This design comes from an exercise in tuning for small area, a short achievable clock period and few clock cycles per item on the open sky130 flow, not from production work.
Where RTL was checked, it was by simulation tests only, not by an equivalence proof against the original.
No activity file was given, so power comes from the tool's default toggle rates.

==> flow/design.v (excerpt) <==
module rsa_xcel_naive_RSAXcel
(
    input  logic clk,
    input  logic reset,
    input  logic [37:0]  xcel_reqstream_msg,    
    input  logic         xcel_reqstream_val,
    output logic         xcel_reqstream_rdy,
    output logic [32:0]  xcel_respstream_msg,   
    output logic         xcel_respstream_val,
    input  logic         xcel_respstream_rdy
);
    localparam K     = 4;            
    localparam NSLOT = 36;           
    localparam NCYC  = NSLOT / K;    
    localparam ST_IDLE = 2'd0;
    localparam ST_DBL  = 2'd1;       
    localparam ST_MM   = 2'd2;       
    localparam OP_SQ  = 2'd0;        
    localparam OP_MUL = 2'd1;        
    localparam OP_FIN = 2'd2;        
    logic [31:0]  b_r, e_r, n_r;     
    logic         busy;              
    logic         go_pend;           
    logic [1:0]   pend;              
    logic         t0, t1;            
    logic [1:0]   st;
    logic [1:0]   op;
    logic [3:0]   cyc;
    logic [6:0]   dcnt;
    logic [4:0]   idx;
    logic         inbit;             
    logic [32:0]  r;                 
    logic [31:0]  bt;                
    logic [34:0]  S;                 
    logic [34:1]  C;
    logic [K-1:0] dsq, dmul, dfin;   
    logic rdy_r, val_r;              
    assign xcel_reqstream_rdy = rdy_r;
    logic       acc, is_wr, deq, go_acc;
    logic [4:0] addr;
    assign acc    = xcel_reqstream_val & xcel_reqstream_rdy;
    assign is_wr  = xcel_reqstream_msg[37];
    assign addr   = xcel_reqstream_msg[36:32];
    assign go_acc = acc & is_wr & ( addr == 5'd0 );
    assign deq    = val_r & xcel_respstream_rdy;
    assign xcel_respstream_val = val_r;
    assign xcel_respstream_msg = { t0, r[31:0] & {32{~t0}} };
    logic [1:0] pend_nxt;
    logic       busy_nxt;
    assign pend_nxt = reset ? 2'd0 : pend + {1'b0, acc} - {1'b0, deq};
    always @( posedge clk ) begin
        pend  <= pend_nxt;
        busy  <= busy_nxt;
        val_r <= ( pend_nxt != 2'd0 );
        rdy_r <= ~busy_nxt & ( pend_nxt != 2'd2 );
        case ( {acc, deq} )
            2'b10: if ( pend == 2'd0 ) t0 <= is_wr; else t1 <= is_wr;
            2'b01: t0 <= t1;
            2'b11: if ( pend == 2'd1 ) t0 <= is_wr;
  ...
Size: ~77 I/O pins.
Settings: LEC_CHECK=0, CAP_MARGIN=20, CORE_MARGIN=2, CORE_UTILIZATION=40, GPL_ROUTABILITY_DRIVEN=0, GPL_TIMING_DRIVEN=0, PLACE_DENSITY=0.6, SLEW_MARGIN=20; clock period 15.0 ns.
standard.sh (not shown) runs the stock make flow with config.mk's settings and CLKGATE_MAP_FILE= SYNTH_SCRIPT=/design/flow/synth_recipe.tcl, a recipe that flattens the netlist after the stock synthesis.
==> flow/flow/run.sh <==
#!/bin/bash
# Standard ORFS layout, with timing repair aiming below the clock period.
set -euo pipefail
bash standard.sh SETUP_SLACK_MARGIN=10.0 GPL_TIMING_DRIVEN=1 finish > standard_flow.log 2>&1
Then changed:
==> flow/flow/run.sh (replaced) <==
#!/bin/bash
# Standard ORFS layout, with timing repair aiming below the clock period.
set -euo pipefail
bash standard.sh SETUP_SLACK_MARGIN=10.2 GPL_TIMING_DRIVEN=1 finish > standard_flow.log 2>&1
Outcome: Final area increases by 1.0%. Power increases by 0.49%. Utilization went up by 0.47 points. Global-route usage grows by 1.1 points. Via count hardly moves. Synthesized cell count is unchanged. First-iteration DRC count climbs by 3.7%. Non-clock buffer count grows by 19. Combinational power grows by about 6%.
Function was not checked in any run of this note: the RTL went through the layout flow alone.


Another version of the RTL of rsa_xcel_naive_RSAXcel (not shown whole).
Size: about 77 I/O pins, about 0.021 mm² of cells after synthesis.
clock: 15.0 ns
lec_check: 0
cap_margin: 20
core_margin: 2
core_utilization: 40
gpl_routability_driven: 0
gpl_timing_driven: 0
place_density: 0.6
slew_margin: 20
==> flow/flow/run.sh <==
#!/bin/bash
# Standard ORFS layout, with timing repair aiming below the clock period.
set -euo pipefail
bash standard.sh SETUP_SLACK_MARGIN=10 finish > standard_flow.log 2>&1
The baseline completed without violations.
Testbench counts at the start, summed over its fixed seeds: cycles 70,518, items 192.
Then changed:
==> flow/flow/run.sh (replaced) <==
#!/bin/bash
# Standard ORFS layout, with timing repair aiming below the clock period.
set -euo pipefail
bash standard.sh SETUP_SLACK_MARGIN=10 GPL_TIMING_DRIVEN=1 finish > standard_flow.log 2>&1
Global-route usage is lower by 2.8 points.
Core utilization falls by 0.20 points.
Routed wire length goes down by 9.3%.
Total power goes up by 3.8%.
Then changed:
==> flow/flow/run.sh (replaced) <==
#!/bin/bash
# Standard ORFS layout, with timing repair aiming below the clock period.
set -euo pipefail
bash standard.sh SETUP_SLACK_MARGIN=10.8 finish > standard_flow.log 2>&1
Utilization grows by 6.6 points.
Global-route usage came out higher by 5.1 points.
Power increases by 0.69%.
Final area rose by 14%.
Die area is unchanged.
Wire length grows by 21%.
Area after synthesis stays the same.
Hold slack improved by 0.0081 ns.
Via count grows by 11%.


== main ==
The RTL this note starts from:
==> flow/design.v <==
module rsa_xcel_naive_RSAXcel
(
    input  logic clk,
    input  logic reset,
    input  logic [37:0]  xcel_reqstream_msg,    
    input  logic         xcel_reqstream_val,
    output logic         xcel_reqstream_rdy,
    output logic [32:0]  xcel_respstream_msg,   
    output logic         xcel_respstream_val,
    input  logic         xcel_respstream_rdy
);
    localparam K     = 4;            
    localparam NSLOT = 36;           
    localparam NCYC  = NSLOT / K;    
    localparam ST_IDLE = 2'd0;
    localparam ST_DBL  = 2'd1;       
    localparam ST_MM   = 2'd2;       
    localparam OP_SQ  = 2'd0;        
    localparam OP_MUL = 2'd1;        
    localparam OP_FIN = 2'd2;        
    logic [31:0] b_r, e_r, n_r;      
    logic        busy;               
    logic        go_pend;            
    logic [1:0]  pend;               
    logic        t0, t1;             
    logic [1:0]  st;
    logic [1:0]  op;
    logic [3:0]  cyc;
    logic [6:0]  dcnt;
    logic [4:0]  idx;
    logic [32:0] r;                  
    logic [32:0] bt;                 
    logic [34:0] S, C;               
    logic [K-1:0] dig_r;             
    assign xcel_reqstream_rdy = !busy & ( pend != 2'd2 );
    logic       acc, is_wr, deq, go_acc;
    logic [4:0] addr;
    assign acc    = xcel_reqstream_val & xcel_reqstream_rdy;
    assign is_wr  = xcel_reqstream_msg[37];
    assign addr   = xcel_reqstream_msg[36:32];
    assign go_acc = acc & is_wr & ( addr == 5'd0 );
    assign deq    = ( pend != 2'd0 ) & xcel_respstream_rdy;
    assign xcel_respstream_val = ( pend != 2'd0 );
    assign xcel_respstream_msg = { t0, r[31:0] & {32{~t0}} };
    always @( posedge clk ) begin
        if ( reset )
            pend <= 2'd0;
        else
            pend <= pend + {1'b0, acc} - {1'b0, deq};
        case ( {acc, deq} )
            2'b10: if ( pend == 2'd0 ) t0 <= is_wr; else t1 <= is_wr;
            2'b01: t0 <= t1;
            2'b11: if ( pend == 2'd1 ) t0 <= is_wr;
                   else begin t0 <= t1; t1 <= is_wr; end
            default: ;
        endcase
    end
    always @( posedge clk ) begin
        if ( acc & is_wr ) begin
            if ( addr == 5'd1 ) b_r <= xcel_reqstream_msg[31:0];
            if ( addr == 5'd2 ) e_r <= xcel_reqstream_msg[31:0];
            if ( addr == 5'd3 ) n_r <= xcel_reqstream_msg[31:0];
        end
    end
    logic rd_pend;
    assign rd_pend = ( ( pend != 2'd0 ) & ~t0 ) | ( ( pend == 2'd2 ) & ~t1 );
    logic start;
    assign start = go_pend & ~rd_pend & ( st == ST_IDLE );
    logic        dbl;
    logic        fast;
    logic        inbit;
    logic [32:0] v;
    assign dbl   = start | ( st == ST_DBL );
    assign fast  = n_r[31];
    assign inbit = ~dcnt[6] & ~dcnt[5] & b_r[~dcnt[4:0]];
    assign v     = start ? {1'b0, b_r & {32{fast}}} : {bt[31:0], inbit};
    logic [33:0] add_x, add_y;
    logic [35:0] add_s;
    assign add_x = S[33:0] | ( {1'b0, v} & {34{dbl}} );
    assign add_y = C[33:0] | ( ~{2'b0, n_r} & {34{dbl}} );
    assign add_s = {1'b0, add_x, dbl} + {1'b0, add_y, dbl};
    logic        ge;
    logic [32:0] red;                
    assign ge  = add_s[35];
    assign red = ge ? add_s[33:1] : v;
    logic [35:0]  r_ext;
    logic [32:0]  B;
    assign r_ext = {3'b0, r};
    assign B     = ( op == OP_SQ ) ? r : ( op == OP_MUL ) ? bt : 33'd1;
    logic [34:0] s_o, c_o;
    always @( * ) begin : csa
        logic [34:0] s, c, qn, s1, c1, ab, s2, c2;
        logic        q;
        integer      j;
        s = S;
        c = C;
        for ( j = 0; j < K; j = j + 1 ) begin
            q  = s[0];
            qn = q ? {3'b0, n_r} : 35'd0;
            s1 = s ^ c ^ qn;
            c1 = ( s & c ) | ( s & qn ) | ( c & qn );
            s1 = s1 >> 1;
            ab = dig_r[j] ? {2'b0, B} : 35'd0;
            s2 = s1 ^ c1 ^ ab;
            c2 = ( s1 & c1 ) | ( s1 & ab ) | ( c1 & ab );
            s  = s2;
            c  = {c2[33:0], 1'b0};
        end
        s_o = s;
        c_o = c;
    end
    logic compute;
    assign compute = ( st == ST_MM ) & ( cyc != NCYC[3:0] ) & ~reset;
    always @( posedge clk ) begin
        S <= compute ? s_o : 35'd0;
        C <= compute ? c_o : 35'd0;
    end
    logic ebit;
    assign ebit = e_r[idx];
    always @( posedge clk ) begin
        if ( reset ) begin
            st      <= ST_IDLE;
            busy    <= 1'b0;
            go_pend <= 1'b0;
        end
        else begin
            if ( go_acc ) begin
                busy    <= 1'b1;
                go_pend <= 1'b1;
            end
            case ( st )
                ST_IDLE: begin
                    if ( start ) begin
                        go_pend <= 1'b0;
                        st      <= ST_DBL;
                        bt      <= red;
                        dcnt    <= fast ? 7'd32 : 7'd0;
                        idx     <= 5'd31;
                    end
                end
                ST_DBL: begin
                    bt   <= red;
                    dcnt <= dcnt + 7'd1;
                    if ( ~ebit & ( idx != 5'd0 ) ) idx <= idx - 5'd1;
                    if ( dcnt == 7'd66 ) begin
                        cyc <= 4'd0;
                        if ( ~ebit ) begin
                            r    <= 33'd1;
                            st   <= ST_IDLE;
                            busy <= 1'b0;
                        end
                        else begin
                            r     <= red;
                            dig_r <= red[K-1:0];
                            st    <= ST_MM;
                            if ( idx == 5'd0 ) op <= OP_FIN;
                            else begin
                                op  <= OP_SQ;
                                idx <= idx - 5'd1;
                            end
                        end
                    end
                end
                ST_MM: begin
                    if ( cyc != NCYC[3:0] ) begin
                        cyc   <= cyc + 4'd1;
                        dig_r <= r_ext[(cyc+4'd1)*K +: K];
                        if ( ( op == OP_FIN ) & ( cyc == NCYC[3:0] - 4'd1 ) )
                            busy <= 1'b0;
                    end
                    else begin
                        cyc   <= 4'd0;
                        r     <= add_s[33:1];
                        dig_r <= add_s[K:1];
                        case ( op )
                            OP_SQ: begin
                                if ( ebit ) op <= OP_MUL;
                                else if ( idx == 5'd0 ) op <= OP_FIN;
                                else idx <= idx - 5'd1;
                            end
                            OP_MUL: begin
                                if ( idx == 5'd0 ) op <= OP_FIN;
                                else begin
                                    op  <= OP_SQ;
                                    idx <= idx - 5'd1;
                                end
                            end
                            default: st <= ST_IDLE;
                        endcase
                    end
                end
                default: st <= ST_IDLE;
            endcase
        end
    end
endmodule
==> flow/config.mk <==
export PLATFORM = sky130hd
export DESIGN_NAME = rsa_xcel_naive_RSAXcel
export DESIGN_NICKNAME = rsa_xcel_naive_RSAXcel
export VERILOG_FILES = /design/flow/design.v
export SDC_FILE = /design/flow/constraint.sdc
export NUM_CORES = 4
export LEC_CHECK = 0
export CAP_MARGIN = 20
export CORE_MARGIN = 2
export CORE_UTILIZATION = 40
export GPL_ROUTABILITY_DRIVEN = 0
export GPL_TIMING_DRIVEN = 0
export PLACE_DENSITY = 0.6
export SLEW_MARGIN = 20
==> flow/constraint.sdc <==
create_clock -name core_clock -period 15.0 [get_ports {clk}]
set_input_delay 3.0000 -clock core_clock [delete_from_list [all_inputs] [get_ports {clk}]]
set_output_delay 3.0000 -clock core_clock [all_outputs]
set_load 0.01 [all_outputs]
==> flow/flow/run.sh <==
#!/bin/bash
# Standard ORFS layout, with timing repair aiming well below the clock period.
set -euo pipefail
bash standard.sh SETUP_SLACK_MARGIN=10 finish > standard_flow.log 2>&1
Inputs modified between main and the feature branch:
# main
export LEC_CHECK = 0
export CAP_MARGIN = 20
export CORE_MARGIN = 2
export CORE_UTILIZATION = 40
export GPL_ROUTABILITY_DRIVEN = 0
export GPL_TIMING_DRIVEN = 0
export PLACE_DENSITY = 0.6
export SLEW_MARGIN = 20
create_clock -name core_clock -period 15.0 [get_ports {clk}]
# the feature branch
export LEC_CHECK = 0
export CAP_MARGIN = 20
export CORE_MARGIN = 2
export CORE_UTILIZATION = 40
export GPL_ROUTABILITY_DRIVEN = 0
export GPL_TIMING_DRIVEN = 0
export PLACE_DENSITY = 0.6
export SETUP_SLACK_MARGIN = 5
export SLEW_MARGIN = 20
create_clock -name core_clock -period 15.0 [get_ports {clk}]
==> flow/run.sh (new file) <==
#!/bin/bash
# synth_recipe.tcl (not shown) runs the flow's synth.tcl, then flattens the netlist and writes it again
# the make line also repeats each setting of config.mk as NAME=value (left out here)
make -C /OpenROAD-flow-scripts/flow DESIGN_CONFIG=/design/flow/config.mk WORK_HOME=/design/flow/orfs CLKGATE_MAP_FILE= SYNTH_SCRIPT=/design/flow/synth_recipe.tcl finish
removed: flow/flow/run.sh
removed: flow/standard.sh
==> run notes <==
Going from main to the feature branch, the proportion of cell area occupied by multi-input gates was found to have gone up by 0.52 points. Maximum frequency (the feature branch vs. main) decreases by more than a quarter. Looking only at proportion of layout cells with a drive suffix above 1, and setting everything else aside, the higher value of main and the feature branch goes to main.
No run of this note included a check of the RTL's function; only the layout flow was run.

==> port drivers added, routing unchanged <==
The results above use ideal ports. As a check the final layouts listed here were re-extracted and re-timed, cells and wires unchanged. Step 1 assumes that a clkbuf_16 drives the clock port and a buf_2 every other input. Step 2 times the ports against the registers' clock, not the clock port: input delays grow and output delays shrink by t, the midpoint of the rising clock arrivals with the driver on. Slacks: no drivers / after step 1 / after step 2; pairs: no drivers / after step 1.
run	t (ns)	slack for setup (ns)	worst slew at a driven data input, ns	pins driven straight from the clock port
the first run of note 1	0.648	9.974 / 9.955 / 9.706	0.04	1
the second run of note 1	0.598	10.005 / 10.005 / 9.688	0.04	1
the first run of note 2	0.598	9.832 / 9.832 / 9.681	0.04	1
the second run of note 2	0.591	9.832 / 9.832 / 9.690	0.04	1
the third run of note 2	0.601	9.859 / 9.859 / 9.859	0.04	1
main	0.579	9.182 / 9.182 / 9.182	0.04	1
the feature branch	0.651	6.441 / 6.441 / 6.441	0.04	1
After both steps setup and hold are still met in every run listed. The setup slack of the second run of note 1, which loses most, moves by 0.000 ns with the drivers and by -0.317 ns with both steps.
